From an optimization exercise on the open Yosys and OpenROAD flow, aimed at small area and a short achievable clock period; shortcuts taken in it are not production practice. At most, simulation tests tie the RTL to the original design; equivalence was not proved. Function not checked in run 4: the RTL went through the layout flow alone. Power and IR drop assume default switching activity.

**flow/config.mk**
```make
export PLATFORM = sky130hd
export DESIGN_NAME = pipelined_regfile_2stage
export DESIGN_NICKNAME = pipelined_regfile_2stage
export VERILOG_FILES = /design/flow/design.v
export SDC_FILE = /design/flow/constraint.sdc
export NUM_CORES = 4
export LEC_CHECK = 0
export CAP_MARGIN = 20
export CORE_MARGIN = 2
export CORE_UTILIZATION = 40
export SETUP_SLACK_MARGIN = 2.5
export SLEW_MARGIN = 20
```
**flow/constraint.sdc**
```tcl
create_clock -name core_clock -period 7.0 [get_ports {clk}]
set_input_delay 1.4000 -clock core_clock [delete_from_list [all_inputs] [get_ports {clk}]]
set_output_delay 1.4000 -clock core_clock [all_outputs]
set_load 0.01 [all_outputs]
```
**flow/design.v**
```verilog
`timescale 1ns / 10ps
`timescale 1ns / 10ps
module alu (
  input  [15:0] a,       
  input  [15:0] b,       
  input  [3:0]  op,
  input  [3:0]  imm,
  output reg [15:0] out,
  output [15:0] carry,   
  output        zero     
);
  wire [15:0] sext = {{12{imm[3]}}, imm};
  wire sub = (op == 4'b0001) | (op == 4'b0110);
  wire [15:0] bb = (op == 4'b1000 || op == 4'b1001) ? sext : b;
  wire [16:0] sum = {1'b0, a} + {1'b0, sub ? ~bb : bb} + {16'd0, sub};
  assign zero = (a == b);
  wire le = ~sum[16] | zero;        
  wire [15:0] ms;
  mul_csa M (.a(a), .b(b), .s(ms), .c(carry));
  wire [15:0] shl = imm[3] ? 16'd0 : a << imm[2:0];
  wire [15:0] shr = imm[3] ? 16'd0 : a >> imm[2:0];
  always @(*) begin
    case (op)
      4'b0000, 4'b0001, 4'b1000, 4'b1001: out = sum[15:0];
      4'b0010: out = a & b;
      4'b0011: out = a ^ b;
      4'b0100: out = shl;
      4'b0101: out = shr;
      4'b0110: out = {15'd0, le};
      4'b0111: out = ms;
      default: out = 16'd0;
    endcase
  end
endmodule
module mul_csa (
  input  [15:0] a,
  input  [15:0] b,
  output [15:0] s,
  output [15:0] c
);
  wire [15:0] pp0 = a[15:0] & {16{b[0]}};
  wire [14:0] pp1 = a[14:0] & {15{b[1]}};
  wire [13:0] pp2 = a[13:0] & {14{b[2]}};
  wire [12:0] pp3 = a[12:0] & {13{b[3]}};
  wire [11:0] pp4 = a[11:0] & {12{b[4]}};
  wire [10:0] pp5 = a[10:0] & {11{b[5]}};
  wire [9:0] pp6 = a[9:0] & {10{b[6]}};
  wire [8:0] pp7 = a[8:0] & {9{b[7]}};
  wire [7:0] pp8 = a[7:0] & {8{b[8]}};
  wire [6:0] pp9 = a[6:0] & {7{b[9]}};
  wire [5:0] pp10 = a[5:0] & {6{b[10]}};
  wire [4:0] pp11 = a[4:0] & {5{b[11]}};
  wire [3:0] pp12 = a[3:0] & {4{b[12]}};
  wire [2:0] pp13 = a[2:0] & {3{b[13]}};
  wire [1:0] pp14 = a[1:0] & {2{b[14]}};
  wire [0:0] pp15 = a[0:0] & {1{b[15]}};
  wire s0 = pp0[13] ^ pp1[12];
  wire c0 = pp0[13] & pp1[12];
  wire s1 = pp0[14] ^ pp1[13] ^ pp2[12];
  wire c1 = (pp0[14] & pp1[13]) | (pp0[14] & pp2[12]) | (pp1[13] & pp2[12]);
  wire s2 = pp3[11] ^ pp4[10];
  wire c2 = pp3[11] & pp4[10];
  wire s3 = pp0[15] ^ pp1[14] ^ pp2[13];
  wire c3 = (pp0[15] & pp1[14]) | (pp0[15] & pp2[13]) | (pp1[14] & pp2[13]);
  wire s4 = pp3[12] ^ pp4[11] ^ pp5[10];
  wire c4 = (pp3[12] & pp4[11]) | (pp3[12] & pp5[10]) | (pp4[11] & pp5[10]);
  wire s5 = pp6[9] ^ pp7[8];
  wire c5 = pp6[9] & pp7[8];
  wire s6 = pp0[9] ^ pp1[8];
  wire c6 = pp0[9] & pp1[8];
  wire s7 = pp0[10] ^ pp1[9] ^ pp2[8];
  wire c7 = (pp0[10] & pp1[9]) | (pp0[10] & pp2[8]) | (pp1[9] & pp2[8]);
  wire s8 = pp3[7] ^ pp4[6];
  wire c8 = pp3[7] & pp4[6];
  wire s9 = pp0[11] ^ pp1[10] ^ pp2[9];
  wire c9 = (pp0[11] & pp1[10]) | (pp0[11] & pp2[9]) | (pp1[10] & pp2[9]);
  wire s10 = pp3[8] ^ pp4[7] ^ pp5[6];
  wire c10 = (pp3[8] & pp4[7]) | (pp3[8] & pp5[6]) | (pp4[7] & pp5[6]);
  wire s11 = pp6[5] ^ pp7[4];
  wire c11 = pp6[5] & pp7[4];
  wire s12 = pp0[12] ^ pp1[11] ^ pp2[10];
  wire c12 = (pp0[12] & pp1[11]) | (pp0[12] & pp2[10]) | (pp1[11] & pp2[10]);
  wire s13 = pp3[9] ^ pp4[8] ^ pp5[7];
  wire c13 = (pp3[9] & pp4[8]) | (pp3[9] & pp5[7]) | (pp4[8] & pp5[7]);
  wire s14 = pp6[6] ^ pp7[5] ^ pp8[4];
  wire c14 = (pp6[6] & pp7[5]) | (pp6[6] & pp8[4]) | (pp7[5] & pp8[4]);
  wire s15 = pp9[3] ^ pp10[2];
  wire c15 = pp9[3] & pp10[2];
  wire s16 = pp2[11] ^ pp3[10] ^ pp4[9];
  wire c16 = (pp2[11] & pp3[10]) | (pp2[11] & pp4[9]) | (pp3[10] & pp4[9]);
  wire s17 = pp5[8] ^ pp6[7] ^ pp7[6];
  wire c17 = (pp5[8] & pp6[7]) | (pp5[8] & pp7[6]) | (pp6[7] & pp7[6]);
  wire s18 = pp8[5] ^ pp9[4] ^ pp10[3];
  wire c18 = (pp8[5] & pp9[4]) | (pp8[5] & pp10[3]) | (pp9[4] & pp10[3]);
  wire s19 = pp11[2] ^ pp12[1] ^ pp13[0];
  wire c19 = (pp11[2] & pp12[1]) | (pp11[2] & pp13[0]) | (pp12[1] & pp13[0]);
  wire s20 = pp5[9] ^ pp6[8] ^ pp7[7];
  wire c20 = (pp5[9] & pp6[8]) | (pp5[9] & pp7[7]) | (pp6[8] & pp7[7]);
  wire s21 = pp8[6] ^ pp9[5] ^ pp10[4];
  wire c21 = (pp8[6] & pp9[5]) | (pp8[6] & pp10[4]) | (pp9[5] & pp10[4]);
  wire s22 = pp11[3] ^ pp12[2] ^ pp13[1];
  wire c22 = (pp11[3] & pp12[2]) | (pp11[3] & pp13[1]) | (pp12[2] & pp13[1]);
  wire s23 = pp14[0] ^ c0 ^ s1;
  wire c23 = (pp14[0] & c0) | (pp14[0] & s1) | (c0 & s1);
  wire s24 = pp8[7] ^ pp9[6] ^ pp10[5];
  wire c24 = (pp8[7] & pp9[6]) | (pp8[7] & pp10[5]) | (pp9[6] & pp10[5]);
  wire s25 = pp11[4] ^ pp12[3] ^ pp13[2];
  wire c25 = (pp11[4] & pp12[3]) | (pp11[4] & pp13[2]) | (pp12[3] & pp13[2]);
  wire s26 = pp14[1] ^ pp15[0] ^ c1;
  wire c26 = (pp14[1] & pp15[0]) | (pp14[1] & c1) | (pp15[0] & c1);
  wire s27 = c2 ^ s3 ^ s4;
  wire c27 = (c2 & s3) | (c2 & s4) | (s3 & s4);
  wire s28 = pp0[6] ^ pp1[5];
  wire c28 = pp0[6] & pp1[5];
  wire s29 = pp0[7] ^ pp1[6] ^ pp2[5];
  wire c29 = (pp0[7] & pp1[6]) | (pp0[7] & pp2[5]) | (pp1[6] & pp2[5]);
  wire s30 = pp3[4] ^ pp4[3];
  wire c30 = pp3[4] & pp4[3];
  wire s31 = pp0[8] ^ pp1[7] ^ pp2[6];
  wire c31 = (pp0[8] & pp1[7]) | (pp0[8] & pp2[6]) | (pp1[7] & pp2[6]);
  wire s32 = pp3[5] ^ pp4[4] ^ pp5[3];
  wire c32 = (pp3[5] & pp4[4]) | (pp3[5] & pp5[3]) | (pp4[4] & pp5[3]);
  wire s33 = pp6[2] ^ pp7[1];
  wire c33 = pp6[2] & pp7[1];
  wire s34 = pp2[7] ^ pp3[6] ^ pp4[5];
  wire c34 = (pp2[7] & pp3[6]) | (pp2[7] & pp4[5]) | (pp3[6] & pp4[5]);
  wire s35 = pp5[4] ^ pp6[3] ^ pp7[2];
  wire c35 = (pp5[4] & pp6[3]) | (pp5[4] & pp7[2]) | (pp6[3] & pp7[2]);
  wire s36 = pp8[1] ^ pp9[0] ^ s6;
  wire c36 = (pp8[1] & pp9[0]) | (pp8[1] & s6) | (pp9[0] & s6);
  wire s37 = pp5[5] ^ pp6[4] ^ pp7[3];
  wire c37 = (pp5[5] & pp6[4]) | (pp5[5] & pp7[3]) | (pp6[4] & pp7[3]);
  wire s38 = pp8[2] ^ pp9[1] ^ pp10[0];
  wire c38 = (pp8[2] & pp9[1]) | (pp8[2] & pp10[0]) | (pp9[1] & pp10[0]);
  wire s39 = c6 ^ s7 ^ s8;
  wire c39 = (c6 & s7) | (c6 & s8) | (s7 & s8);
  wire s40 = pp8[3] ^ pp9[2] ^ pp10[1];
  wire c40 = (pp8[3] & pp9[2]) | (pp8[3] & pp10[1]) | (pp9[2] & pp10[1]);
  wire s41 = pp11[0] ^ c7 ^ c8;
  wire c41 = (pp11[0] & c7) | (pp11[0] & c8) | (c7 & c8);
  wire s42 = s9 ^ s10 ^ s11;
  wire c42 = (s9 & s10) | (s9 & s11) | (s10 & s11);
  wire s43 = pp11[1] ^ pp12[0] ^ c9;
  wire c43 = (pp11[1] & pp12[0]) | (pp11[1] & c9) | (pp12[0] & c9);
  wire s44 = c10 ^ c11 ^ s12;
  wire c44 = (c10 & c11) | (c10 & s12) | (c11 & s12);
  wire s45 = s13 ^ s14 ^ s15;
  wire c45 = (s13 & s14) | (s13 & s15) | (s14 & s15);
  wire s46 = s0 ^ c12 ^ c13;
  wire c46 = (s0 & c12) | (s0 & c13) | (c12 & c13);
  wire s47 = c14 ^ c15 ^ s16;
  wire c47 = (c14 & c15) | (c14 & s16) | (c15 & s16);
  wire s48 = s17 ^ s18 ^ s19;
  wire c48 = (s17 & s18) | (s17 & s19) | (s18 & s19);
  wire s49 = s2 ^ c16 ^ c17;
  wire c49 = (s2 & c16) | (s2 & c17) | (c16 & c17);
  wire s50 = c18 ^ c19 ^ s20;
  wire c50 = (c18 & c19) | (c18 & s20) | (c19 & s20);
  wire s51 = s21 ^ s22 ^ s23;
  wire c51 = (s21 & s22) | (s21 & s23) | (s22 & s23);
  wire s52 = s5 ^ c20 ^ c21;
  wire c52 = (s5 & c20) | (s5 & c21) | (c20 & c21);
  wire s53 = c22 ^ c23 ^ s24;
  wire c53 = (c22 & c23) | (c22 & s24) | (c23 & s24);
  wire s54 = s25 ^ s26 ^ s27;
  wire c54 = (s25 & s26) | (s25 & s27) | (s26 & s27);
  wire s55 = pp0[4] ^ pp1[3];
  wire c55 = pp0[4] & pp1[3];
  wire s56 = pp0[5] ^ pp1[4] ^ pp2[3];
  wire c56 = (pp0[5] & pp1[4]) | (pp0[5] & pp2[3]) | (pp1[4] & pp2[3]);
  wire s57 = pp3[2] ^ pp4[1];
  wire c57 = pp3[2] & pp4[1];
  wire s58 = pp2[4] ^ pp3[3] ^ pp4[2];
  wire c58 = (pp2[4] & pp3[3]) | (pp2[4] & pp4[2]) | (pp3[3] & pp4[2]);
  wire s59 = pp5[1] ^ pp6[0] ^ s28;
  wire c59 = (pp5[1] & pp6[0]) | (pp5[1] & s28) | (pp6[0] & s28);
  wire s60 = pp5[2] ^ pp6[1] ^ pp7[0];
  wire c60 = (pp5[2] & pp6[1]) | (pp5[2] & pp7[0]) | (pp6[1] & pp7[0]);
  wire s61 = c28 ^ s29 ^ s30;
  wire c61 = (c28 & s29) | (c28 & s30) | (s29 & s30);
  wire s62 = pp8[0] ^ c29 ^ c30;
  wire c62 = (pp8[0] & c29) | (pp8[0] & c30) | (c29 & c30);
  wire s63 = s31 ^ s32 ^ s33;
  wire c63 = (s31 & s32) | (s31 & s33) | (s32 & s33);
  wire s64 = c31 ^ c32 ^ c33;
  wire c64 = (c31 & c32) | (c31 & c33) | (c32 & c33);
  wire s65 = s34 ^ s35 ^ s36;
  wire c65 = (s34 & s35) | (s34 & s36) | (s35 & s36);
  wire s66 = c34 ^ c35 ^ c36;
  wire c66 = (c34 & c35) | (c34 & c36) | (c35 & c36);
  wire s67 = s37 ^ s38 ^ s39;
  wire c67 = (s37 & s38) | (s37 & s39) | (s38 & s39);
  wire s68 = c37 ^ c38 ^ c39;
  wire c68 = (c37 & c38) | (c37 & c39) | (c38 & c39);
  wire s69 = s40 ^ s41 ^ s42;
  wire c69 = (s40 & s41) | (s40 & s42) | (s41 & s42);
  wire s70 = c40 ^ c41 ^ c42;
  wire c70 = (c40 & c41) | (c40 & c42) | (c41 & c42);
  wire s71 = s43 ^ s44 ^ s45;
  wire c71 = (s43 & s44) | (s43 & s45) | (s44 & s45);
  wire s72 = c43 ^ c44 ^ c45;
  wire c72 = (c43 & c44) | (c43 & c45) | (c44 & c45);
  wire s73 = s46 ^ s47 ^ s48;
  wire c73 = (s46 & s47) | (s46 & s48) | (s47 & s48);
  wire s74 = c46 ^ c47 ^ c48;
  wire c74 = (c46 & c47) | (c46 & c48) | (c47 & c48);
  wire s75 = s49 ^ s50 ^ s51;
  wire c75 = (s49 & s50) | (s49 & s51) | (s50 & s51);
  wire s76 = c49 ^ c50 ^ c51;
  wire c76 = (c49 & c50) | (c49 & c51) | (c50 & c51);
  wire s77 = s52 ^ s53 ^ s54;
  wire c77 = (s52 & s53) | (s52 & s54) | (s53 & s54);
  wire s78 = pp0[3] ^ pp1[2];
  wire c78 = pp0[3] & pp1[2];
  wire s79 = pp2[2] ^ pp3[1] ^ pp4[0];
  wire c79 = (pp2[2] & pp3[1]) | (pp2[2] & pp4[0]) | (pp3[1] & pp4[0]);
  wire s80 = pp5[0] ^ c55 ^ s56;
  wire c80 = (pp5[0] & c55) | (pp5[0] & s56) | (c55 & s56);
  wire s81 = c56 ^ c57 ^ s58;
  wire c81 = (c56 & c57) | (c56 & s58) | (c57 & s58);
  wire s82 = c58 ^ c59 ^ s60;
  wire c82 = (c58 & c59) | (c58 & s60) | (c59 & s60);
  wire s83 = c60 ^ c61 ^ s62;
  wire c83 = (c60 & c61) | (c60 & s62) | (c61 & s62);
  wire s84 = c62 ^ c63 ^ s64;
  wire c84 = (c62 & c63) | (c62 & s64) | (c63 & s64);
  wire s85 = c64 ^ c65 ^ s66;
  wire c85 = (c64 & c65) | (c64 & s66) | (c65 & s66);
  wire s86 = c66 ^ c67 ^ s68;
  wire c86 = (c66 & c67) | (c66 & s68) | (c67 & s68);
  wire s87 = c68 ^ c69 ^ s70;
  wire c87 = (c68 & c69) | (c68 & s70) | (c69 & s70);
  wire s88 = c70 ^ c71 ^ s72;
  wire c88 = (c70 & c71) | (c70 & s72) | (c71 & s72);
  wire s89 = c72 ^ c73 ^ s74;
  wire c89 = (c72 & c73) | (c72 & s74) | (c73 & s74);
  wire s90 = c74 ^ c75 ^ s76;
  wire c90 = (c74 & c75) | (c74 & s76) | (c75 & s76);
  wire s91 = pp0[2] ^ pp1[1];
  wire c91 = pp0[2] & pp1[1];
  wire s92 = pp2[1] ^ pp3[0] ^ s78;
  wire c92 = (pp2[1] & pp3[0]) | (pp2[1] & s78) | (pp3[0] & s78);
  wire s93 = s55 ^ c78 ^ s79;
  wire c93 = (s55 & c78) | (s55 & s79) | (c78 & s79);
  wire s94 = s57 ^ c79 ^ s80;
  wire c94 = (s57 & c79) | (s57 & s80) | (c79 & s80);
  wire s95 = s59 ^ c80 ^ s81;
  wire c95 = (s59 & c80) | (s59 & s81) | (c80 & s81);
  wire s96 = s61 ^ c81 ^ s82;
  wire c96 = (s61 & c81) | (s61 & s82) | (c81 & s82);
  wire s97 = s63 ^ c82 ^ s83;
  wire c97 = (s63 & c82) | (s63 & s83) | (c82 & s83);
  wire s98 = s65 ^ c83 ^ s84;
  wire c98 = (s65 & c83) | (s65 & s84) | (c83 & s84);
  wire s99 = s67 ^ c84 ^ s85;
  wire c99 = (s67 & c84) | (s67 & s85) | (c84 & s85);
  wire s100 = s69 ^ c85 ^ s86;
  wire c100 = (s69 & c85) | (s69 & s86) | (c85 & s86);
  wire s101 = s71 ^ c86 ^ s87;
  wire c101 = (s71 & c86) | (s71 & s87) | (c86 & s87);
  wire s102 = s73 ^ c87 ^ s88;
  wire c102 = (s73 & c87) | (s73 & s88) | (c87 & s88);
  wire s103 = s75 ^ c88 ^ s89;
  wire c103 = (s75 & c88) | (s75 & s89) | (c88 & s89);
  wire s104 = s77 ^ c89 ^ s90;
  wire c104 = (s77 & c89) | (s77 & s90) | (c89 & s90);
  assign s = {c103, c102, c101, c100, c99, c98, c97, c96, c95, c94, c93, c92, c91, pp2[0], pp0[1], pp0[0]};
  assign c = {s104, s103, s102, s101, s100, s99, s98, s97, s96, s95, s94, s93, s92, s91, pp1[0], 1'b0};
endmodule
`timescale 1ns / 10ps
module regfile (
  input              clk,
  input              rst,
  input              wen,
  input  [3:0]       raddr1,
  input  [3:0]       raddr2,
  input  [3:0]       waddr,
  input  [15:0]      wdata,
  output [15:0]      rdata1,
  output [15:0]      rdata2
);
  reg [15:0] regdata [0:15];
  wire [15:0] wd = rst ? 16'd0 : wdata;
  genvar i;
  generate
    for (i = 0; i < 16; i = i + 1) begin : r
      wire we = rst | (wen & (waddr == i));
      always @(posedge clk)
        if (we) regdata[i] <= (i == 1) ? (wd | {13'd0, rst, 1'b0, rst}) : wd;
    end
  endgenerate
  assign rdata1 = regdata[raddr1];
  assign rdata2 = regdata[raddr2];
endmodule
`timescale 1ns / 1ps
`timescale 1ns / 10ps
module pipelined_regfile_2stage(clk, rst, imem_addr, imem_data, dmem_addr, dmem_wdata, dmem_we, dmem_re, dmem_rdata, wb_en, wb_addr, wb_data);
input clk;
input rst;
output [15:0] imem_addr;
input  [15:0] imem_data;
output [15:0] dmem_addr;
output [15:0] dmem_wdata;
output dmem_we;
output dmem_re;
input  [15:0] dmem_rdata;
output wb_en;
output [3:0] wb_addr;
output [15:0] wb_data;
reg  [15:0] pc;
wire [15:0] inst = imem_data;
wire [3:0]  op = inst[15:12];
wire        regdst = (op == 4'b1001) | (op == 4'b1010);
wire        jump = (op == 4'b1011) | (op == 4'b1101);
wire        jr = (op == 4'b1100);
wire [15:0] rdata1, rdata2;
wire [3:0]  raddr2 = regdst ? inst[11:8] : inst[3:0];
reg         wb_wen;
reg  [3:0]  wb_rd;
reg  [15:0] wb_val;
regfile RF0 (.clk(clk), .rst(rst), .wen(wb_wen), .raddr1(inst[7:4]), .raddr2(raddr2),
             .waddr(wb_rd), .wdata(wb_val), .rdata1(rdata1), .rdata2(rdata2));
reg         ex_v;
reg  [3:0]  ex_op, ex_imm, ex_rd;
reg  [15:0] ex_a, ex_b, ex_pc;
always @(posedge clk) begin
  ex_v   <= ~rst;
  ex_op  <= op;
  ex_imm <= inst[3:0];
  ex_rd  <= inst[11:8];
  ex_a   <= rdata1;
  ex_b   <= rdata2;
  ex_pc  <= pc;
end
wire [15:0] aluout, alucarry;
wire        zero;
alu ALU0 (.a(ex_a), .b(ex_b), .op(ex_op), .imm(ex_imm), .out(aluout), .carry(alucarry), .zero(zero));
wire ex_jal = (ex_op == 4'b1101);
wire ex_mul = (ex_op == 4'b0111);
wire taken  = ex_v & (ex_op == 4'b1010) & zero;
wire [15:0] btarget = ex_pc + {{12{ex_imm[3]}}, ex_imm};
wire [15:0] pc_next = jr ? rdata1 :
                      jump ? {pc[15:12], inst[11:0]} :
                      taken ? btarget : pc + 16'd1;
always @(posedge clk)
  pc <= rst ? 16'd0 : pc_next;
assign imem_addr = pc;
reg         mem_wen, mem_re, mem_we, mem_mul;
reg  [3:0]  mem_rd;
reg  [15:0] mem_res, mem_aux;
always @(posedge clk) begin
  mem_wen <= ~rst & ex_v & ((ex_op <= 4'b1000) | ex_jal);
  mem_re  <= ~rst & ex_v & (ex_op == 4'b1000);
  mem_we  <= ~rst & ex_v & (ex_op == 4'b1001);
  mem_mul <= ex_mul;
  mem_rd  <= ex_jal ? 4'd15 : ex_rd;
  mem_res <= ex_jal ? ex_pc : aluout;
  mem_aux <= ex_mul ? alucarry : ex_b;
end
assign dmem_addr  = mem_res;
assign dmem_wdata = mem_aux;
assign dmem_we    = mem_we;
assign dmem_re    = mem_re;
wire [15:0] mem_val = mem_re ? dmem_rdata : mem_mul ? mem_res + mem_aux : mem_res;
always @(posedge clk) begin
  wb_wen <= ~rst & mem_wen;
  wb_rd  <= mem_rd;
  wb_val <= mem_val;
end
assign wb_en   = wb_wen;
assign wb_addr = wb_rd;
assign wb_data = wb_val;
endmodule
```
**flow/run.sh**
```bash
#!/bin/bash
# synth_recipe.tcl (not shown) runs the flow's synth.tcl, then flattens the netlist and writes it again
# the make line also repeats each setting of config.mk as NAME=value (left out here)
make -C /OpenROAD-flow-scripts/flow DESIGN_CONFIG=/design/flow/config.mk WORK_HOME=/design/flow/orfs CLKGATE_MAP_FILE= SYNTH_SCRIPT=/design/flow/synth_recipe.tcl finish
```
==> results of run 1 <==
-- routing by layer --
metal | up-vias | GRT usage | share of wire
met2 | 1323 | 0.4739 | 0.46
li1 | 7996 | - | -
met1 | 9197 | 0.3702 | 0.37
met4 | 0 | 0.1674 | 0.070
met3 | 413 | 0.06413 | 0.10
met5 | - | 0 | 0
-- final cells by class --
cell class                 count  area share
clock buffer                  61     0.04751
clock inverter                21    0.006807
timing repair buffer         180     0.06306
sequential                   394      0.3953
inverter                      87     0.01234
multi-input combinational   1464      0.4393
tap                          756     0.03574
-- synthesized netlist by cell type, types with 6 or more instances --
library cell | instances | area share
edfxtp_1 | 256 | 0.34
nand2_1 | 183 | 0.030
a22oi_1 | 166 | 0.055
dfxtp_1 | 138 | 0.12
clkbuf_1 | 98 | 0.016
nor2_1 | 97 | 0.016
a21oi_1 | 88 | 0.019
inv_1 | 85 | 0.014
o21ai_0 | 82 | 0.018
fa_1 | 81 | 0.071
and2_1 | 76 | 0.021
ha_1 | 76 | 0.042
xnor2_1 | 50 | 0.019
nand3_1 | 49 | 0.011
xor2_1 | 42 | 0.016
mux2i_1 | 34 | 0.015
a22o_1 | 33 | 0.013
a221oi_1 | 32 | 0.012
nand4_1 | 30 | 0.0082
nor2b_1 | 27 | 0.0074
and3_1 | 24 | 0.0066
nor3_1 | 21 | 0.0046
a211oi_1 | 19 | 0.0063
a222oi_1 | 18 | 0.0079
buf_2 | 18 | 0.0040
nand2b_1 | 15 | 0.0041
nor4_4 | 15 | 0.014
a21o_1 | 14 | 0.0046
o22a_1 | 14 | 0.0054
a31oi_1 | 13 | 0.0036
o211ai_1 | 11 | 0.0036
buf_1 | 10 | 0.0016
mux2_2 | 8 | 0.0040
nand3b_1 | 8 | 0.0026
or2_2 | 8 | 0.0022
nor4_1 | 7 | 0.0019
o31ai_1 | 7 | 0.0023
buf_6 | 6 | 0.0030
o2111ai_1 | 6 | 0.0023
o221ai_1 | 6 | 0.0023
-- logic make-up after synthesis --
| group | Yosys count |
|---|---|
| muxes | 54 |
| AOI/OAI and AO/OA | 567 |
| buffers and inverters | 224 |
| adders and majority gates | 157 |
| DFF | 394 |
| xor gates and xnor gates | 92 |
| and+or+nand+nor | 594 |
-- state kept, by name, indices dropped and copies added, names as in the netlist, 16 cells and up --
register / count
RF0.regdata: 256
ex_a: 16
ex_b: 16
ex_pc: 16
mem_aux: 16
mem_res: 16
pc: 16
wb_val: 16
-- worst register-to-register path, stage by stage (launching register included) --
cell	delay, ns
dfxtp_1	0.72
nand2_1	0.18
fa_1	0.53
fa_1	0.46
fa_1	0.52
fa_1	0.55
inv_1	0.06
fa_1	0.47
a221oi_1	0.32
o221a_2	0.23
o21ai_0	0.21
-- power by group --
part / total (mW) / switching (mW) / internal (mW)
Sequential: 3.39 / 0.455 / 2.93
Clock: 2.30 / 0.965 / 1.34
Combinational: 2.75 / 1.58 / 1.17
-- how the worst min path moves through the flow --
stage,endpoint,slack (ns),cells past startpoint
6_report,wb_rd[2],0.32,0
3_3_place_gp,wb_rd[2],0.31,0
5_1_grt,wb_rd[1],0.33,0
2_1_floorplan,wb_rd[0],0.31,0
4_1_cts,wb_rd[1],0.33,0
3_5_place_dp,wb_rd[1],0.31,0
-- repair_timing --
action                                  4_1_cts  5_1_grt
pin swaps                                     0        0
resized for setup                             3        6
buffers inserted                              0        0
endpoints found under the setup margin        1        2
==> run notes, run 1 <==
- Status: no timing/DRC/antenna violations
- Worst vdd ir: 0.2055 mV
- Root buf cell: clkbuf_16
- DRC viols: 0
- CTS tree: done
- Reg2reg start: ex_b[10]
- Max-slew headroom: 0.1775
- Post-route clock skew: 0.01427 ns
- Dpl cell area: 25000 sq um
- Worst path cell trace: nand2_1 -> fa_1 -> fa_1 -> fa_1 -> fa_1 -> inv_1 -> fa_1 -> a221oi_1 -> o221a_2 -> o21ai_0
- Crit Path Class: reg2reg
- Initial drt markers: 2795
- Post-Synth XOR/XNOR Area: 0.03534
- Final WL: 88530 um
- Mux cell area share after synthesis: 0.02920
- Post-synthesis adder-cell area fraction: 0.1128
- Worst stage delay on the critical path: 0.72 ns
- Fmax: 224.7 MHz
- Main combinational cell family by area after synthesis: compound AO/OA/AOI/OAI gates
- Total Nets Final: 2362
- DRT antenna net count: 0
- Crit. Startpoint: ex_b[10]
- Drt pass-1 iters: 8
- Path type of the worst min-delay path: reg2reg
- Worst Path Arrival: 4.84 ns
- Via count: 18929
- Syn nets: 2273
- Worst setup path endpoint: mem_res[15]
- Die height: 242.7 um
- DIE AREA: 58920 sq um
- Crit-path slowest cell: dfxtp_1
- Max_cap viols: 0
- Mapped cell area: 22800 sq um
- CP endpoint kind: flop
- H-tree depth: 2
- First-pass GRT wire length: 128500 um
- CP top delay family: adder cells
- Pleak: 9.900 nW
- RSZ-0062 raised after global routing: false
- Register Area: 10460 sq um
- Final TNS setup: 0 ns
- TritonCTS Sinks: 394
- Die Wd: 242.7 um
- Hpwl dp: 59470 um
- Final Util: 0.4694
- Non-Filler Instances: 2963
- Hold_buf cts: 0
- Max clock buf depth: 3
- P&R area growth vs syn: 16.10%
- Final Hold Viols: 0
- YS warnings: 4
- Final hold slack: 0.3236 ns
- Antenna cells: 0
- Fillers: 5177
- Final Power: 8.438 mW
- Max-slew violations: 0
- WP depth: 10
- Post-route setup slack: 2.550 ns
- Most frequent cells in the layout: edfxtp_1, nand2_1, a22oi_1, dfxtp_1, clkdlybuf4s50_1
- Critical path required time: 7.39 ns
- Initial antenna violation count: 1
- Vias per cell: 6.388
- GRT Residual Overflow: 0
- Buf/Inv on CP: 1
- Core area: 56390 sq um
- CP Max Fanout: 9
- Fraction of layout cells with a size suffix above 1: 0.1110
- Power per cell area: 318.8 nW/um^2
- Worst skew pair latency: 0.60 ns
- Seq/Total Area, Yosys: 0.4584
- Compound-Gate Fraction of Synth Area: 0.1807
- Core Rows: 87
- Top FF cell, synth: edfxtp_1
- Wire per inst: 29.88 um
- Worst slew pin tran: 1.234 ns
- Most common cell after layout, fill and taps aside: edfxtp_1
- Yosys cell types: 86
- Multi-input gate area: 11630 sq um
- Hold_sp: mem_rd[2]
- GRT Total Usage: 0.2957
- Post-Syn Instances: 2082
- Gp weighted congestion: 0.9560
- Worst-path clk slew: 0.06 ns
- Number of global-route vias before repair: 18767
- Top Ports: 105
- Average size of a mapped cell: 10.95 sq um
- R2R setup slack: 2.55 ns
- FF+latch count, synth: 394
- Worst r2r dst: mem_res[15]
- Initial core utilization: 0.4043
- Pin count of the biggest net entering global routing: 47
- Async S/R FF share, synth: 0
- Fin crit share: 0.6357
- Final Cell Area: 26470 sq um
- Fin crit period: 4.450 ns
- Crit-path most repeated cell: fa_1
- Startpoint types: flop
- Num CTS Buffers: 44
- Simple-gate portion of the synthesized area: 0.1429
- Placed Cells: 2881
- Pre-CTS setup slack: 2.160 ns
- EDFF count, synth: 256
- Worst R2R Path Depth: 10
- # port buffers: 104
- Endpoints failing setup: 0
==> run 2: changes to the inputs <==
--- a/flow/config.mk
+++ b/flow/config.mk
@@ -8,5 +8,6 @@
 export CAP_MARGIN = 20
 export CORE_MARGIN = 2
 export CORE_UTILIZATION = 40
+export CTS_BUF_LIST = sky130_fd_sc_hd__clkbuf_4 sky130_fd_sc_hd__clkbuf_8
 export SETUP_SLACK_MARGIN = 2.5
 export SLEW_MARGIN = 20
==> run notes, run 2 <==
- Status: no timing/DRC/antenna violations
- Mux cell area share after synthesis: 0.02920 (unchanged)
- Final TNS setup: 0 ns (unchanged)
- Mapped cell area: 22800 sq um (unchanged)
- GRT Residual Overflow: 0 (unchanged)
- Pleak: 9.975 nW (+0.77%)
- Core area: 56390 sq um (unchanged)
- CP top delay family: adder cells
- Initial core utilization: 0.4043 (unchanged)
- Seq/Total Area, Yosys: 0.4584 (unchanged)
- Path type of the worst min-delay path: reg2reg
- Max-slew headroom: 0.2369 (+0.05936)
- Power per cell area: 316.1 nW/um^2 (-0.86%)
- First-pass GRT wire length: 128800 um (+0.22%)
- Initial drt markers: 2655 (-5.0%)
- Core Rows: 87 (unchanged)
- # port buffers: 104 (unchanged)
- FF+latch count, synth: 394 (unchanged)
- Share of the synthesized area in the top cell type: 0.3372 (unchanged)
- Gp weighted congestion: 0.9560 (unchanged)
- Main combinational cell family by area after synthesis: compound AO/OA/AOI/OAI gates
- Pin count of the biggest net entering global routing: 47 (unchanged)
- Worst slew pin tran: 1.144 ns (-0.08990 ns)
- Fillers: 5211 (+0.66%)
- CP endpoint kind: flop
- Top FF cell, synth: edfxtp_1
- Endpoints failing setup: 0 (unchanged)
- Number of global-route vias before repair: 18973 (+1.1%)
- Max_cap viols: 0 (unchanged)
- Fraction of layout cells with a size suffix above 1: 0.1311 (+0.02014)
- Most frequent cells in the layout: edfxtp_1, nand2_1, a22oi_1, dfxtp_1, clkdlybuf4s50_1
- Startpoint types: flop
- DRT antenna net count: 0 (unchanged)
- Most common cell after layout, fill and taps aside: edfxtp_1
- Top reg by flops: RF0.regdata
- Worst path cell trace: nand2_1 -> fa_1 -> fa_1 -> fa_1 -> fa_1 -> inv_1 -> fa_1 -> a221oi_1 -> o221a_2 -> o21ai_0
- Simple-gate portion of the synthesized area: 0.1429 (unchanged)
- Root buf cell: clkbuf_8
- H-tree depth: 3 (+1)
- Fin crit share: 0.6384 (+0.002741)
- TritonCTS Sinks: 394 (unchanged)
- Buf/Inv on CP: 1 (unchanged)
- Post-route clock skew: 0.04193 ns (+0.02766 ns)
- Crit-path slowest cell: dfxtp_1
- Syn nets: 2273 (unchanged)
- Post-Syn Instances: 2082 (unchanged)
- Max-slew violations: 0 (unchanged)
- EDFF count, synth: 256 (unchanged)
- Final WL: 88980 um (+0.51%)
- Area contributors post-synth: edfxtp_1, dfxtp_1, fa_1
- Post-synthesis adder-cell area fraction: 0.1128 (unchanged)
- Worst vdd ir: 0.1757 mV (-14%)
- DIE AREA: 58920 sq um (unchanged)
- Hold_sp: mem_rd[2]
- Crit. Startpoint: ex_b[10]
- Crit-path most repeated cell: fa_1
- Async S/R FF share, synth: 0 (unchanged)
- Max clock buf depth: 3 (unchanged)
- Final Cell Area: 26520 sq um (+0.21%)
- Placed Cells: 2881 (unchanged)
- Critical path required time: 7.48 ns (+0.09 ns)
- Via count: 19157 (+1.2%)
- Reg2reg start: ex_b[10]
- Commonest cells post-synth: edfxtp_1, nand2_1, a22oi_1, dfxtp_1, clkbuf_1
- Worst skew pair latency: 0.70 ns (+0.10 ns)
- Synth area leader: edfxtp_1
- RSZ-0062 raised after global routing: false
- Worst-path clk slew: 0.06 ns (about the same)
- Die Wd: 242.7 um (unchanged)
- Top Ports: 105 (unchanged)
- GRT Total Usage: 0.2966 (+0.0008599)
- Non-Filler Instances: 3016 (+1.8%)
- Drt pass-1 iters: 8 (unchanged)
- Final Power: 8.383 mW (-0.64%)
- Hpwl dp: 59470 um (unchanged)
- Fin crit period: 4.469 ns (+0.01919 ns)
- Wire per inst: 29.50 um (-1.3%)
- DRC viols: 0 (unchanged)
- Total Nets Final: 2389 (+1.1%)
- Post-CTS setup buffer count: 0 (unchanged)
- Final Hold Viols: 0 (unchanged)
- Average size of a mapped cell: 10.95 sq um (unchanged)
- CTS tree: done
- Final hold slack: 0.3214 ns (-0.002212 ns)
- P&R area growth vs syn: 16.34%
- Yosys cell types: 86 (unchanged)
- Num CTS Buffers: 71 (+61%)
- Crit Path Class: reg2reg
- Max reg flops: 256 (unchanged)
- Vias per cell: 6.352 (-0.57%)
- YS warnings: 4 (unchanged)
- Post-Synth XOR/XNOR Area: 0.03534 (unchanged)
- Most frequent cell after synthesis: edfxtp_1
- Dpl cell area: 25000 sq um (unchanged)
- Die height: 242.7 um (unchanged)
- Worst stage delay on the critical path: 0.75 ns (+0.03 ns)
- Worst Path Arrival: 4.95 ns (+0.11 ns)
- Fmax: 223.8 MHz (-0.43%)
- Initial antenna violation count: 2 (+1)
- Compound-Gate Fraction of Synth Area: 0.1807 (unchanged)
- CP Max Fanout: 9 (unchanged)
run 2: layout make-up:
cell class,instances,area [sq um],share of cell area
multi-input combinational,1464,11630,0.4383
sequential,394,10470,0.3945
timing repair buffer,180,1669,0.06293
clock buffer,96,1221,0.04604
tap,756,945.9,0.03566
inverter,87,326.6,0.01231
clock inverter,36,262.8,0.009906
antenna,3,7.507,0.0002830
run 2: worst register-to-register path, stage by stage, from the launching register on:
cell,delay (ns)
dfxtp_1,0.75
nand2_1,0.18
fa_1,0.59
fa_1,0.48
fa_1,0.47
fa_1,0.52
inv_1,0.06
fa_1,0.47
a221oi_1,0.32
o221a_2,0.24
o21ai_0,0.19
run 2: kinds of logic after synthesis:
kind of cell	count (synthesis)
xor+xnor	92
flops	394
fa+ha+maj	157
buf+inv	224
simple gates	594
compound gates	567
mux	54
run 2: what timing repair did:
item / in CTS / in global routing
hold buffers: 0 / 0
setup endpoints to repair: 1 / 3
pin swaps: 0 / 0
gates resized for setup: 4 / 7
run 2: through the flow:
stage | setup slack, ns | utilization
after floorplan | 2.902 | -
final | 2.531 | 0.4704
after global routing | 2.506 | 0.4703
after global placement | 2.023 | 0.4408
after detailed placement | 2.160 | 0.4433
after CTS | 2.513 | 0.4697
run 2: power by group:
part | leakage (nW) | total, mW | internal, mW | switching [mW]
Clock | 0.778 | 2.24 | 1.23 | 1.01
Sequential | 3.78 | 3.39 | 2.93 | 0.454
Combinational | 5.42 | 2.75 | 1.17 | 1.58
run 2: path summary, 6_finish.rpt:
check	to	slack, ns	depth (start not counted)
setup / recovery	mem_res[15]	2.53	10
hold / removal	wb_rd[2]	0.32	0
setup reg to reg	mem_res[15]	2.53	10
hold reg to reg	wb_rd[2]	0.32	0
run 2: metal layers:
layer	track usage	vias to the layer above	part of all wire
met1	0.3602	9345	0.37
li1	-	8082	-
met3	0.07884	406	0.10
met2	0.4739	1322	0.46
met5	0	-	0.00015
met4	0.1754	2	0.069
==> run 3: changes to the inputs <==
--- a/flow/config.mk
+++ b/flow/config.mk
@@ -8,6 +8,4 @@
 export CAP_MARGIN = 20
 export CORE_MARGIN = 2
 export CORE_UTILIZATION = 40
-export CTS_BUF_LIST = sky130_fd_sc_hd__clkbuf_4 sky130_fd_sc_hd__clkbuf_8
-export SETUP_SLACK_MARGIN = 2.5
 export SLEW_MARGIN = 20
==> run notes, run 3 <==
- Status: failed layout checks
- Fail Reasons: antenna rules
- Post-cts sizing count: 0 (-4)
- Die Wd: 242.7 um (unchanged)
- Sequential Power Share: 0.401 (-0.003)
- Endpoints failing setup: 0 (unchanged)
- Internal Pwr Total: 5.437 mW (+1.9%)
- GRT Total Usage: 0.2957 (-0.0008599)
- Core area: 56390 sq um (unchanged)
- Final Util: 0.4694 (-0.0009760)
- Max_cap viols: 0 (unchanged)
- Hpwl dp: 59470 um (unchanged)
- YS warnings: 4 (unchanged)
- Initial antenna violation count: 1 (-1)
- CTS tree: done
- Non-Filler Instances: 2968 (-1.6%)
- Final Hold Viols: 0 (unchanged)
- TritonCTS Sinks: 394 (unchanged)
- Final TNS setup: 0 ns (unchanged)
- P&R area growth vs syn: 16.10%
- Post-route setup slack: 2.281 ns (-0.2506 ns)
- Most frequent cell after synthesis: edfxtp_1
- Power per cell area: 318.7 nW/um^2 (+0.84%)
- Top FF cell, synth: edfxtp_1
- Fraction of layout cells with a size suffix above 1: 0.1069 (-0.02422)
- Dpl cell area: 25000 sq um (unchanged)
- Area contributors post-synth: edfxtp_1, dfxtp_1, fa_1
- Worst R2R Path Depth: 11 (+1)
- Final Cell Area: 26470 sq um (-0.21%)
- Pin count of the biggest net entering global routing: 47 (unchanged)
- Worst Path Arrival: 5.11 ns (+0.16 ns)
- Post-route clock skew: 0.01635 ns (-0.02558 ns)
- Total Nets Final: 2362 (-1.1%)
- Number of global-route vias before repair: 18767 (-1.1%)
- Final hold slack: 0.3235 ns (+0.002076 ns)
- Path type of the worst min-delay path: reg2reg
- DIE AREA: 58920 sq um (unchanged)
- Fin crit period: 4.719 ns (+0.2506 ns)
- Commonest cells post-synth: edfxtp_1, nand2_1, a22oi_1, dfxtp_1, clkbuf_1
- Fmax: 211.9 MHz (-5.3%)
- Switching share of total power: 0.3555 (-0.008225)
- Startpoint types: flop
- Average size of a mapped cell: 10.95 sq um (unchanged)
- Critical path required time: 7.39 ns (-0.09 ns)
- Worst skew pair latency: 0.60 ns (-0.10 ns)
- Switching Power: 2.999 mW (-1.6%)
- RSZ-0062 raised after global routing: false
- Worst vdd ir: 0.2061 mV (+17%)
- Yosys cell types: 86 (unchanged)
- Num CTS Buffers: 44 (-38%)
- GRT Residual Overflow: 0 (unchanged)
- Top reg by flops: RF0.regdata
- CP endpoint kind: flop
- Clock share of power: 0.273 (+0.005)
- DRT antenna net count: 1 (+1)
- Vias per cell: 6.407 (+0.87%)
- Fin crit share: 0.6742 (+0.03580)
- Initial core utilization: 0.4043 (unchanged)
- Final Power: 8.436 mW (+0.63%)
- EDFF count, synth: 256 (unchanged)
- Initial drt markers: 2808 (+5.8%)
- Max clock buf depth: 3 (unchanged)
- Wire per inst: 29.86 um (+1.2%)
- Max reg flops: 256 (unchanged)
- # port buffers: 104 (unchanged)
- Pre-CTS setup slack: 2.160 ns (unchanged)
- Root buf cell: clkbuf_16
- Most common cell after layout, fill and taps aside: edfxtp_1
- FF+latch count, synth: 394 (unchanged)
- Worst Hold Depth: 0 (unchanged)
- Synth area leader: edfxtp_1
- First-pass GRT wire length: 128500 um (-0.22%)
- Pleak: 9.898 nW (-0.78%)
- Drt pass-1 iters: 10 (+2)
- Syn nets: 2273 (unchanged)
- Max-slew headroom: 0.1951 (-0.04175)
- Async S/R FF share, synth: 0 (unchanged)
- Top Ports: 105 (unchanged)
- CP Max Fanout: 16 (+7)
- Core Rows: 87 (unchanged)
- Worst slew pin tran: 1.207 ns (+0.06349 ns)
- Share of the synthesized area in the top cell type: 0.3372 (unchanged)
- Fillers: 5174 (-0.71%)
- Post-Syn Instances: 2082 (unchanged)
- H-tree depth: 2 (-1)
- Max-slew violations: 0 (unchanged)
- Seq/Total Area, Yosys: 0.4584 (unchanged)
- DRC viols: 0 (unchanged)
- Via count: 19016 (-0.74%)
- Die height: 242.7 um (unchanged)
- Final WL: 88620 um (-0.41%)
- Placed Cells: 2881 (unchanged)
- Most frequent cells in the layout: edfxtp_1, nand2_1, a22oi_1, dfxtp_1, clkdlybuf4s50_1
- Comb power frac: 0.326 (-0.002)
- Worst-path clk slew: 0.06 ns (about the same)
- Post-CTS setup buffer count: 0 (unchanged)
- Mapped cell area: 22800 sq um (unchanged)
- Hold_buf cts: 0 (unchanged)
- Crit Path Class: reg2reg
- Gp weighted congestion: 0.9560 (unchanged)
==> run 3: logic make-up (layout without fill, tap and decap cells) <==
logic type,after synthesis,count (layout),share of synthesized area
other cells,0,5,0
xor+xnor,92,92,0.03534
compound gates,567,567,0.1807
fa+ha+maj,157,157,0.1128
buf+inv,224,349,0.04067
mux,54,54,0.02920
flops,394,394,0.4584
simple gates,594,594,0.1429
==> run 3: cell type report <==
cell class,instances,area (sq um),area share
clock buffers,61,1257,0.04751
clock inverters,21,180.2,0.006807
flip-flops and latches,394,10450,0.3948
multi-input cells,1464,11630,0.4392
diodes,5,12.51,0.0004727
repair buffers,180,1669,0.06306
well taps,756,945.9,0.03574
inverters,87,326.6,0.01234
==> run 3: power by group through the flow <==
stage	sequential, mW	clock (mW)	combinational [mW]
2_1_floorplan	3.21	0	1.74
3_3_place_gp	3.42	0	2.66
3_5_place_dp	3.41	0	2.71
4_1_cts	3.37	2.31	2.72
5_1_grt	3.41	2.41	2.98
6_report	3.38	2.30	2.75
==> run 3: final timing paths <==
| check | end | start | slack, ns |
|---|---|---|---|
| worst max-delay path | mem_res[15] | ex_b[1] | 2.28 |
| worst min-delay path | wb_rd[2] | mem_rd[2] | 0.32 |
| worst max register to register | mem_res[15] | ex_b[1] | 2.28 |
| worst min register to register | wb_rd[2] | mem_rd[2] | 0.32 |
==> run 3: worst max-delay path, cell delays in order, from the launching register on <==
cell and delay, ns:
dfxtp_1 0.97, and2_1 0.26, fa_1 0.43, inv_1 0.09, fa_1 0.42, fa_1 0.54, fa_1 0.56, inv_1 0.06
fa_1 0.41, a221oi_1 0.32, o221a_2 0.23, o21ai_0 0.21
==> run 3: routing by layer <==
metal	GRT usage	part of all wire	wire, um
met5	0	0	0
met4	0.1674	0.070	6212
met3	0.06413	0.10	8842
met2	0.4739	0.46	40690
met1	0.3702	0.37	32870
==> run 4: changes to the inputs <==
--- a/flow/design.v
+++ b/flow/design.v
@@ -3,40 +3,46 @@
 module alu (
   input  [15:0] a,       
   input  [15:0] b,       
+  input  [15:0] pc,      
   input  [3:0]  op,
   input  [3:0]  imm,
-  output reg [15:0] out,
-  output [15:0] carry,   
+  output [15:0] out,
+  output [15:0] aux,
+  output [15:0] x2,      
+  output [15:0] x3,
+  output        cin,
   output        zero     
 );
   wire [15:0] sext = {{12{imm[3]}}, imm};
-  wire sub = (op == 4'b0001) | (op == 4'b0110);
-  wire [15:0] bb = (op == 4'b1000 || op == 4'b1001) ? sext : b;
-  wire [16:0] sum = {1'b0, a} + {1'b0, sub ? ~bb : bb} + {16'd0, sub};
+  wire [15:0] addr = a + sext;
   assign zero = (a == b);
-  wire le = ~sum[16] | zero;        
-  wire [15:0] ms;
-  mul_csa M (.a(a), .b(b), .s(ms), .c(carry));
-  wire [15:0] shl = imm[3] ? 16'd0 : a << imm[2:0];
-  wire [15:0] shr = imm[3] ? 16'd0 : a >> imm[2:0];
-  always @(*) begin
-    case (op)
-      4'b0000, 4'b0001, 4'b1000, 4'b1001: out = sum[15:0];
-      4'b0010: out = a & b;
-      4'b0011: out = a ^ b;
-      4'b0100: out = shl;
-      4'b0101: out = shr;
-      4'b0110: out = {15'd0, le};
-      4'b0111: out = ms;
-      default: out = 16'd0;
-    endcase
-  end
+  wire [15:0] ms, mc, m2, m3;
+  mul_csa M (.a(a), .b(b), .v0(ms), .v1(mc), .v2(m2), .v3(m3));
+  wire sel_a   = (op == 4'b0000) | (op == 4'b0001) | (op == 4'b0110);
+  wire sel_and = (op == 4'b0010);
+  wire sel_xor = (op == 4'b0011);
+  wire sel_mul = (op == 4'b0111) | (op == 4'b0100) | (op == 4'b0101);
+  wire sel_adr = (op == 4'b1000) | (op == 4'b1001);
+  wire sel_pc  = (op == 4'b1101);
+  wire sub     = (op == 4'b0001) | (op == 4'b0110);
+  assign out = ({16{sel_a}}   & a)
+             | ({16{sel_and}} & (a & b))
+             | ({16{sel_xor}} & (a ^ b))
+             | ({16{sel_mul}} & ms)
+             | ({16{sel_adr}} & addr)
+             | ({16{sel_pc}}  & pc);
+  assign aux = sel_mul ? mc : ({16{sel_a | sel_adr}} & (b ^ {16{sub}}));
+  assign x2 = {16{sel_mul}} & m2;
+  assign x3 = {16{sel_mul}} & m3;
+  assign cin = sub;
 endmodule
 module mul_csa (
   input  [15:0] a,
   input  [15:0] b,
-  output [15:0] s,
-  output [15:0] c
+  output [15:0] v0,
+  output [15:0] v1,
+  output [15:0] v2,
+  output [15:0] v3
 );
   wire [15:0] pp0 = a[15:0] & {16{b[0]}};
   wire [14:0] pp1 = a[14:0] & {15{b[1]}};
@@ -210,62 +216,77 @@
   wire c76 = (c49 & c50) | (c49 & c51) | (c50 & c51);
   wire s77 = s52 ^ s53 ^ s54;
   wire c77 = (s52 & s53) | (s52 & s54) | (s53 & s54);
-  wire s78 = pp0[3] ^ pp1[2];
-  wire c78 = pp0[3] & pp1[2];
-  wire s79 = pp2[2] ^ pp3[1] ^ pp4[0];
-  wire c79 = (pp2[2] & pp3[1]) | (pp2[2] & pp4[0]) | (pp3[1] & pp4[0]);
-  wire s80 = pp5[0] ^ c55 ^ s56;
-  wire c80 = (pp5[0] & c55) | (pp5[0] & s56) | (c55 & s56);
-  wire s81 = c56 ^ c57 ^ s58;
-  wire c81 = (c56 & c57) | (c56 & s58) | (c57 & s58);
-  wire s82 = c58 ^ c59 ^ s60;
-  wire c82 = (c58 & c59) | (c58 & s60) | (c59 & s60);
-  wire s83 = c60 ^ c61 ^ s62;
-  wire c83 = (c60 & c61) | (c60 & s62) | (c61 & s62);
-  wire s84 = c62 ^ c63 ^ s64;
-  wire c84 = (c62 & c63) | (c62 & s64) | (c63 & s64);
-  wire s85 = c64 ^ c65 ^ s66;
-  wire c85 = (c64 & c65) | (c64 & s66) | (c65 & s66);
-  wire s86 = c66 ^ c67 ^ s68;
-  wire c86 = (c66 & c67) | (c66 & s68) | (c67 & s68);
-  wire s87 = c68 ^ c69 ^ s70;
-  wire c87 = (c68 & c69) | (c68 & s70) | (c69 & s70);
-  wire s88 = c70 ^ c71 ^ s72;
-  wire c88 = (c70 & c71) | (c70 & s72) | (c71 & s72);
-  wire s89 = c72 ^ c73 ^ s74;
-  wire c89 = (c72 & c73) | (c72 & s74) | (c73 & s74);
-  wire s90 = c74 ^ c75 ^ s76;
-  wire c90 = (c74 & c75) | (c74 & s76) | (c75 & s76);
-  wire s91 = pp0[2] ^ pp1[1];
-  wire c91 = pp0[2] & pp1[1];
-  wire s92 = pp2[1] ^ pp3[0] ^ s78;
-  wire c92 = (pp2[1] & pp3[0]) | (pp2[1] & s78) | (pp3[0] & s78);
-  wire s93 = s55 ^ c78 ^ s79;
-  wire c93 = (s55 & c78) | (s55 & s79) | (c78 & s79);
-  wire s94 = s57 ^ c79 ^ s80;
-  wire c94 = (s57 & c79) | (s57 & s80) | (c79 & s80);
-  wire s95 = s59 ^ c80 ^ s81;
-  wire c95 = (s59 & c80) | (s59 & s81) | (c80 & s81);
-  wire s96 = s61 ^ c81 ^ s82;
-  wire c96 = (s61 & c81) | (s61 & s82) | (c81 & s82);
-  wire s97 = s63 ^ c82 ^ s83;
-  wire c97 = (s63 & c82) | (s63 & s83) | (c82 & s83);
-  wire s98 = s65 ^ c83 ^ s84;
-  wire c98 = (s65 & c83) | (s65 & s84) | (c83 & s84);
-  wire s99 = s67 ^ c84 ^ s85;
-  wire c99 = (s67 & c84) | (s67 & s85) | (c84 & s85);
-  wire s100 = s69 ^ c85 ^ s86;
-  wire c100 = (s69 & c85) | (s69 & s86) | (c85 & s86);
-  wire s101 = s71 ^ c86 ^ s87;
-  wire c101 = (s71 & c86) | (s71 & s87) | (c86 & s87);
-  wire s102 = s73 ^ c87 ^ s88;
-  wire c102 = (s73 & c87) | (s73 & s88) | (c87 & s88);
-  wire s103 = s75 ^ c88 ^ s89;
-  wire c103 = (s75 & c88) | (s75 & s89) | (c88 & s89);
-  wire s104 = s77 ^ c89 ^ s90;
-  wire c104 = (s77 & c89) | (s77 & s90) | (c89 & s90);
-  assign s = {c103, c102, c101, c100, c99, c98, c97, c96, c95, c94, c93, c92, c91, pp2[0], pp0[1], pp0[0]};
-  assign c = {s104, s103, s102, s101, s100, s99, s98, s97, s96, s95, s94, s93, s92, s91, pp1[0], 1'b0};
+  assign v0 = {c74, c72, c70, c68, c66, c64, c62, c60, c58, c56, pp5[0], pp2[2], pp0[3], pp0[2], pp0[1], pp0[0]};
+  assign v1 = {c75, c73, c71, c69, c67, c65, c63, c61, c59, c57, c55, pp3[1], pp1[2], pp1[1], pp1[0], 1'b0};
+  assign v2 = {s76, s74, s72, s70, s68, s66, s64, s62, s60, s58, s56, pp4[0], pp2[1], pp2[0], 1'b0, 1'b0};
+  assign v3 = {s77, s75, s73, s71, s69, s67, s65, s63, s61, s59, s57, s55, pp3[0], 1'b0, 1'b0, 1'b0};
+endmodule
+module mem_add (
+  input  [15:0] v0,
+  input  [15:0] v1,
+  input  [15:0] v2,
+  input  [15:0] v3,
+  input         cin,
+  output [15:0] sum,
+  output        hi
+);
+  wire ms0 = v0[3] ^ v1[3];
+  wire mc0 = v0[3] & v1[3];
+  wire ms1 = v0[4] ^ v1[4] ^ v2[4];
+  wire mc1 = (v0[4] & v1[4]) | (v0[4] & v2[4]) | (v1[4] & v2[4]);
+  wire ms2 = v0[5] ^ v1[5] ^ v2[5];
+  wire mc2 = (v0[5] & v1[5]) | (v0[5] & v2[5]) | (v1[5] & v2[5]);
+  wire ms3 = v0[6] ^ v1[6] ^ v2[6];
+  wire mc3 = (v0[6] & v1[6]) | (v0[6] & v2[6]) | (v1[6] & v2[6]);
+  wire ms4 = v0[7] ^ v1[7] ^ v2[7];
+  wire mc4 = (v0[7] & v1[7]) | (v0[7] & v2[7]) | (v1[7] & v2[7]);
+  wire ms5 = v0[8] ^ v1[8] ^ v2[8];
+  wire mc5 = (v0[8] & v1[8]) | (v0[8] & v2[8]) | (v1[8] & v2[8]);
+  wire ms6 = v0[9] ^ v1[9] ^ v2[9];
+  wire mc6 = (v0[9] & v1[9]) | (v0[9] & v2[9]) | (v1[9] & v2[9]);
+  wire ms7 = v0[10] ^ v1[10] ^ v2[10];
+  wire mc7 = (v0[10] & v1[10]) | (v0[10] & v2[10]) | (v1[10] & v2[10]);
+  wire ms8 = v0[11] ^ v1[11] ^ v2[11];
+  wire mc8 = (v0[11] & v1[11]) | (v0[11] & v2[11]) | (v1[11] & v2[11]);
+  wire ms9 = v0[12] ^ v1[12] ^ v2[12];
+  wire mc9 = (v0[12] & v1[12]) | (v0[12] & v2[12]) | (v1[12] & v2[12]);
+  wire ms10 = v0[13] ^ v1[13] ^ v2[13];
+  wire mc10 = (v0[13] & v1[13]) | (v0[13] & v2[13]) | (v1[13] & v2[13]);
+  wire ms11 = v0[14] ^ v1[14] ^ v2[14];
+  wire mc11 = (v0[14] & v1[14]) | (v0[14] & v2[14]) | (v1[14] & v2[14]);
+  wire ms12 = v0[15] ^ v1[15] ^ v2[15];
+  wire mc12 = (v0[15] & v1[15]) | (v0[15] & v2[15]) | (v1[15] & v2[15]);
+  wire ms13 = v0[2] ^ v1[2];
+  wire mc13 = v0[2] & v1[2];
+  wire ms14 = v2[3] ^ v3[3] ^ ms0;
+  wire mc14 = (v2[3] & v3[3]) | (v2[3] & ms0) | (v3[3] & ms0);
+  wire ms15 = v3[4] ^ mc0 ^ ms1;
+  wire mc15 = (v3[4] & mc0) | (v3[4] & ms1) | (mc0 & ms1);
+  wire ms16 = v3[5] ^ mc1 ^ ms2;
+  wire mc16 = (v3[5] & mc1) | (v3[5] & ms2) | (mc1 & ms2);
+  wire ms17 = v3[6] ^ mc2 ^ ms3;
+  wire mc17 = (v3[6] & mc2) | (v3[6] & ms3) | (mc2 & ms3);
+  wire ms18 = v3[7] ^ mc3 ^ ms4;
+  wire mc18 = (v3[7] & mc3) | (v3[7] & ms4) | (mc3 & ms4);
+  wire ms19 = v3[8] ^ mc4 ^ ms5;
+  wire mc19 = (v3[8] & mc4) | (v3[8] & ms5) | (mc4 & ms5);
+  wire ms20 = v3[9] ^ mc5 ^ ms6;
+  wire mc20 = (v3[9] & mc5) | (v3[9] & ms6) | (mc5 & ms6);
+  wire ms21 = v3[10] ^ mc6 ^ ms7;
+  wire mc21 = (v3[10] & mc6) | (v3[10] & ms7) | (mc6 & ms7);
+  wire ms22 = v3[11] ^ mc7 ^ ms8;
+  wire mc22 = (v3[11] & mc7) | (v3[11] & ms8) | (mc7 & ms8);
+  wire ms23 = v3[12] ^ mc8 ^ ms9;
+  wire mc23 = (v3[12] & mc8) | (v3[12] & ms9) | (mc8 & ms9);
+  wire ms24 = v3[13] ^ mc9 ^ ms10;
+  wire mc24 = (v3[13] & mc9) | (v3[13] & ms10) | (mc9 & ms10);
+  wire ms25 = v3[14] ^ mc10 ^ ms11;
+  wire mc25 = (v3[14] & mc10) | (v3[14] & ms11) | (mc10 & ms11);
+  wire ms26 = v3[15] ^ mc11 ^ ms12;
+  wire mc26 = (v3[15] & mc11) | (v3[15] & ms12) | (mc11 & ms12);
+  wire [16:0] t = {1'b0, {mc25, mc24, mc23, mc22, mc21, mc20, mc19, mc18, mc17, mc16, mc15, mc14, mc13, v2[2], v0[1], v1[0]}} + {1'b0, {ms26, ms25, ms24, ms23, ms22, ms21, ms20, ms19, ms18, ms17, ms16, ms15, ms14, ms13, v1[1], v0[0]}} + {16'd0, cin};
+  assign sum = t[15:0];
+  assign hi = t[16] ^ mc12 ^ mc26;
 endmodule
 `timescale 1ns / 10ps
 module regfile (
@@ -313,6 +334,8 @@
 wire        regdst = (op == 4'b1001) | (op == 4'b1010);
 wire        jump = (op == 4'b1011) | (op == 4'b1101);
 wire        jr = (op == 4'b1100);
+wire        shl = (op == 4'b0100);
+wire        shr = (op == 4'b0101);
 wire [15:0] rdata1, rdata2;
 wire [3:0]  raddr2 = regdst ? inst[11:8] : inst[3:0];
 reg         wb_wen;
@@ -320,6 +343,11 @@
 reg  [15:0] wb_val;
 regfile RF0 (.clk(clk), .rst(rst), .wen(wb_wen), .raddr1(inst[7:4]), .raddr2(raddr2),
              .waddr(wb_rd), .wdata(wb_val), .rdata1(rdata1), .rdata2(rdata2));
+function [15:0] rev16(input [15:0] x);
+  integer k;
+  for (k = 0; k < 16; k = k + 1) rev16[k] = x[15-k];
+endfunction
+wire [15:0] pow2 = inst[3] ? 16'd0 : (16'd1 << inst[2:0]);
 reg         ex_v;
 reg  [3:0]  ex_op, ex_imm, ex_rd;
 reg  [15:0] ex_a, ex_b, ex_pc;
@@ -327,17 +355,16 @@
   ex_v   <= ~rst;
   ex_op  <= op;
   ex_imm <= inst[3:0];
-  ex_rd  <= inst[11:8];
-  ex_a   <= rdata1;
-  ex_b   <= rdata2;
+  ex_rd  <= (op == 4'b1101) ? 4'd15 : inst[11:8];
+  ex_a   <= shr ? rev16(rdata1) : rdata1;
+  ex_b   <= (shl | shr) ? pow2 : rdata2;
   ex_pc  <= pc;
 end
-wire [15:0] aluout, alucarry;
-wire        zero;
-alu ALU0 (.a(ex_a), .b(ex_b), .op(ex_op), .imm(ex_imm), .out(aluout), .carry(alucarry), .zero(zero));
-wire ex_jal = (ex_op == 4'b1101);
-wire ex_mul = (ex_op == 4'b0111);
-wire taken  = ex_v & (ex_op == 4'b1010) & zero;
+wire [15:0] ex_out, ex_aux, ex_x2, ex_x3;
+wire        ex_cin, zero;
+alu ALU0 (.a(ex_a), .b(ex_b), .pc(ex_pc), .op(ex_op), .imm(ex_imm),
+          .out(ex_out), .aux(ex_aux), .x2(ex_x2), .x3(ex_x3), .cin(ex_cin), .zero(zero));
+wire taken = ex_v & (ex_op == 4'b1010) & zero;
 wire [15:0] btarget = ex_pc + {{12{ex_imm[3]}}, ex_imm};
 wire [15:0] pc_next = jr ? rdata1 :
                       jump ? {pc[15:12], inst[11:0]} :
@@ -345,23 +372,36 @@
 always @(posedge clk)
   pc <= rst ? 16'd0 : pc_next;
 assign imem_addr = pc;
-reg         mem_wen, mem_re, mem_we, mem_mul;
+reg         mem_wen, mem_re, mem_we;
+reg         mem_cin, mem_com, mem_eq, mem_rev;
 reg  [3:0]  mem_rd;
-reg  [15:0] mem_res, mem_aux;
+reg  [15:0] mem_res, mem_aux, mem_x2, mem_x3;
 always @(posedge clk) begin
-  mem_wen <= ~rst & ex_v & ((ex_op <= 4'b1000) | ex_jal);
+  mem_wen <= ~rst & ex_v & ((ex_op <= 4'b1000) | (ex_op == 4'b1101));
   mem_re  <= ~rst & ex_v & (ex_op == 4'b1000);
   mem_we  <= ~rst & ex_v & (ex_op == 4'b1001);
-  mem_mul <= ex_mul;
-  mem_rd  <= ex_jal ? 4'd15 : ex_rd;
-  mem_res <= ex_jal ? ex_pc : aluout;
-  mem_aux <= ex_mul ? alucarry : ex_b;
+  mem_cin <= ex_cin;
+  mem_com <= (ex_op == 4'b0110);
+  mem_eq  <= zero;
+  mem_rev <= (ex_op == 4'b0101);
+  mem_rd  <= ex_rd;
+  mem_res <= ex_out;
+  mem_aux <= ex_aux;
+  mem_x2  <= ex_x2;
+  mem_x3  <= ex_x3;
 end
 assign dmem_addr  = mem_res;
 assign dmem_wdata = mem_aux;
 assign dmem_we    = mem_we;
 assign dmem_re    = mem_re;
-wire [15:0] mem_val = mem_re ? dmem_rdata : mem_mul ? mem_res + mem_aux : mem_res;
+wire [15:0] sum;
+wire        sum_hi;
+mem_add ADD0 (.v0(mem_res), .v1(mem_aux), .v2(mem_x2), .v3(mem_x3), .cin(mem_cin),
+              .sum(sum), .hi(sum_hi));
+wire        le = ~sum_hi | mem_eq;
+wire [15:0] mem_val = mem_re  ? dmem_rdata :
+                      mem_com ? {15'd0, le} :
+                      mem_rev ? rev16(sum[15:0]) : sum[15:0];
 always @(posedge clk) begin
   wb_wen <= ~rst & mem_wen;
   wb_rd  <= mem_rd;
--- a/flow/config.mk
+++ b/flow/config.mk
@@ -8,4 +8,5 @@
 export CAP_MARGIN = 20
 export CORE_MARGIN = 2
 export CORE_UTILIZATION = 40
+export SETUP_SLACK_MARGIN = 3.6
 export SLEW_MARGIN = 20
==> run notes, run 4 <==
- Status: no timing/DRC/antenna violations
- Max clock buf depth: 3 (unchanged)
- Num CTS Buffers: 47 (+6.8%)
- CP top delay family: compound AO/OA/AOI/OAI gates
- Post-synthesis adder-cell area fraction: 0.1098 (-0.003083)
- Hpwl dp: 64240 um (+8.0%)
- Mapped cell area: 23870 sq um (+4.7%)
- Crit Path Class: in2reg
- Vias per cell: 6.312 (-1.5%)
- Max-slew violations: 0 (unchanged)
- Mux cell area share after synthesis: 0.02448 (-0.004720)
- CP endpoint kind: flop
- YS warnings: 3 (-1)
- GRT Total Usage: 0.3031 (+0.007372)
- Post-Synth XOR/XNOR Area: 0.03077 (-0.004577)
- Crit-path slowest cell: o32ai_1
- Pin count of the biggest net entering global routing: 41 (-13%)
- RSZ-0062 raised after global routing: true
- Post-route clock skew: 0.02137 ns (+0.005018 ns)
- DIE AREA: 61650 sq um (+4.6%)
- Compound-Gate Fraction of Synth Area: 0.1804 (-0.0002629)
- Worst path cell trace: buf_4 -> nor2b_2 -> buf_4 -> nand2_1 -> o21ai_0 -> a32oi_1 -> nor2_1 -> o32ai_1 -> a211oi_1
- Worst stage delay on the critical path: 0.86 ns (-0.11 ns)
- Seq/Total Area, Yosys: 0.4629 (+0.004545)
- Crit-path most repeated cell: buf_4
- H-tree depth: 2 (unchanged)
- Wire per inst: 29.50 um (-1.2%)
- TritonCTS Sinks: 424 (+7.6%)
- First-pass GRT wire length: 135100 um (+5.1%)
- # port buffers: 104 (unchanged)
- Crit. Startpoint: imem_data[7]
- Drt pass-1 iters: 9 (-1)
- Number of global-route vias before repair: 19846 (+5.7%)
- Worst-path clk slew: 0.06 ns (about the same)
- Final Power: 8.901 mW (+5.5%)
- P&R area growth vs syn: 19.14%
- Worst slew pin tran: 1.159 ns (-0.04871 ns)
- Fin crit share: 0.5020 (-0.1722)
- Endpoints failing setup: 0 (unchanged)
- Most frequent cell after synthesis: edfxtp_1
- Via count: 20223 (+6.3%)
- Final TNS setup: 0 ns (unchanged)
- Final WL: 94520 um (+6.7%)
- Simple-gate portion of the synthesized area: 0.1450 (+0.002064)
- Max_cap viols: 0 (unchanged)
- Area contributors post-synth: edfxtp_1, dfxtp_1, fa_1
- Hold_buf cts: 0 (unchanged)
- Top reg by flops: RF0.regdata
- Initial core utilization: 0.4045 (about the same)
- Core Rows: 89 (+2.3%)
- Die height: 248.3 um (+2.3%)
- Core area: 59020 sq um (+4.7%)
- Path type of the worst min-delay path: reg2reg
- Hold_sp: ex_rd[2]
- DRT antenna net count: 0 (-1)
- Worst Path Arrival: 3.94 ns (-1.17 ns)
- Pleak: 10.56 nW (+6.7%)
- Max reg flops: 256 (unchanged)
- DRC viols: 0 (unchanged)
- Post-route setup slack: 3.486 ns (+1.205 ns)
- Worst skew pair latency: 0.61 ns (about the same)
- CP Max Fanout: 31 (+15)
- Commonest cells post-synth: edfxtp_1, nand2_1, dfxtp_1, inv_1, a22oi_1
- Top FF cell, synth: edfxtp_1
- Post-Syn Instances: 2265 (+8.8%)
- Fraction of layout cells with a size suffix above 1: 0.1424 (+0.03551)
- Average size of a mapped cell: 10.54 sq um (-3.8%)
- Initial drt markers: 2386 (-15%)
- Pre-CTS setup slack: 2.119 ns (-0.04079 ns)
- Async S/R FF share, synth: 0 (unchanged)
- GRT Residual Overflow: 0 (unchanged)
==> run 4: through the flow <==
stage                     utilization  cells  instance area [sq um]
final                          0.4819   3204                  28440
after global routing           0.4818   3202                  28440
after CTS                      0.4760   3186                  28100
after detailed placement       0.4399   3076                  25960
after global placement         0.4385   3070                  25880
after floorplan                     -   2265                  23870
==> run 4: cell type report <==
class	instances	area [sq um]
Fill cell	5363	30580
Multi-Input combinational cell	1564	12250
Sequential cell	424	11090
Timing Repair Buffer	210	1973
Clock buffer	58	1237
Tap cell	773	967.2
Inverter	144	548.0
Clock inverter	29	372.9
Antenna cell	2	5.005
==> run 4: what timing repair did <==
item,4_1_cts,5_1_grt
endpoints found under the setup margin,62,42
gates resized for setup,82,56
pin swaps,20,25
buffers inserted,23,16
cloned,0,0
==> run 4: power breakdown <==
part           total (mW)  internal [mW]  switching (mW)
logic                2.66           1.10            1.56
clock network        2.59           1.50            1.09
registers            3.65           3.18           0.466
total                8.90           5.78            3.12
==> run 4: logic make-up (layout without fill, tap and decap cells) <==
family,after synthesis,after routing
xor gates and xnor gates,83,83
DFF,424,424
muxes,56,56
and+or+nand+nor,670,670
AOI/OAI and AO/OA,596,596
adders and majority gates,159,159
other,0,2
buffers and inverters,277,441
==> run 4: metal layers <==
metal | GRT usage | share of wire | up-vias
li1 | - | - | 8645
met1 | 0.3790 | 0.38 | 9911
met2 | 0.4853 | 0.46 | 1307
met3 | 0.06356 | 0.093 | 358
met4 | 0.1763 | 0.065 | 2
met5 | 0 | 0.00013 | -
==> run 4: worst paths after layout <==
check	endpoint	slack, ns	cells after the start
max	pc[7]	3.49	9
max reg2reg	wb_val[15]	3.67	13
min reg2reg	mem_rd[2]	0.33	0
min	mem_rd[2]	0.33	0

-- what the ideal ports hide --
The flow's constraints put no driver on any port. The routed layouts listed below were extracted and timed again, unchanged, in two steps.
Step 1 assumes that a clkbuf_16 drives the clock port and a buf_2 every other input.
Step 2, shift: input delay + t, output delay - t, t = (earliest + latest rising clock arrival at the registers) / 2. This alone moves slack from input paths to output paths.
Slacks: ideal ports / drivers / drivers and shift; pairs: ideal ports / drivers.
run	t (ns)	slack for setup (ns)
run 1	0.647	2.550 / 2.550 / 2.075
run 2	0.730	2.531 / 2.531 / 2.093
run 3	0.647	2.281 / 2.281 / 2.094
run 4	0.653	3.486 / 3.520 / 2.867
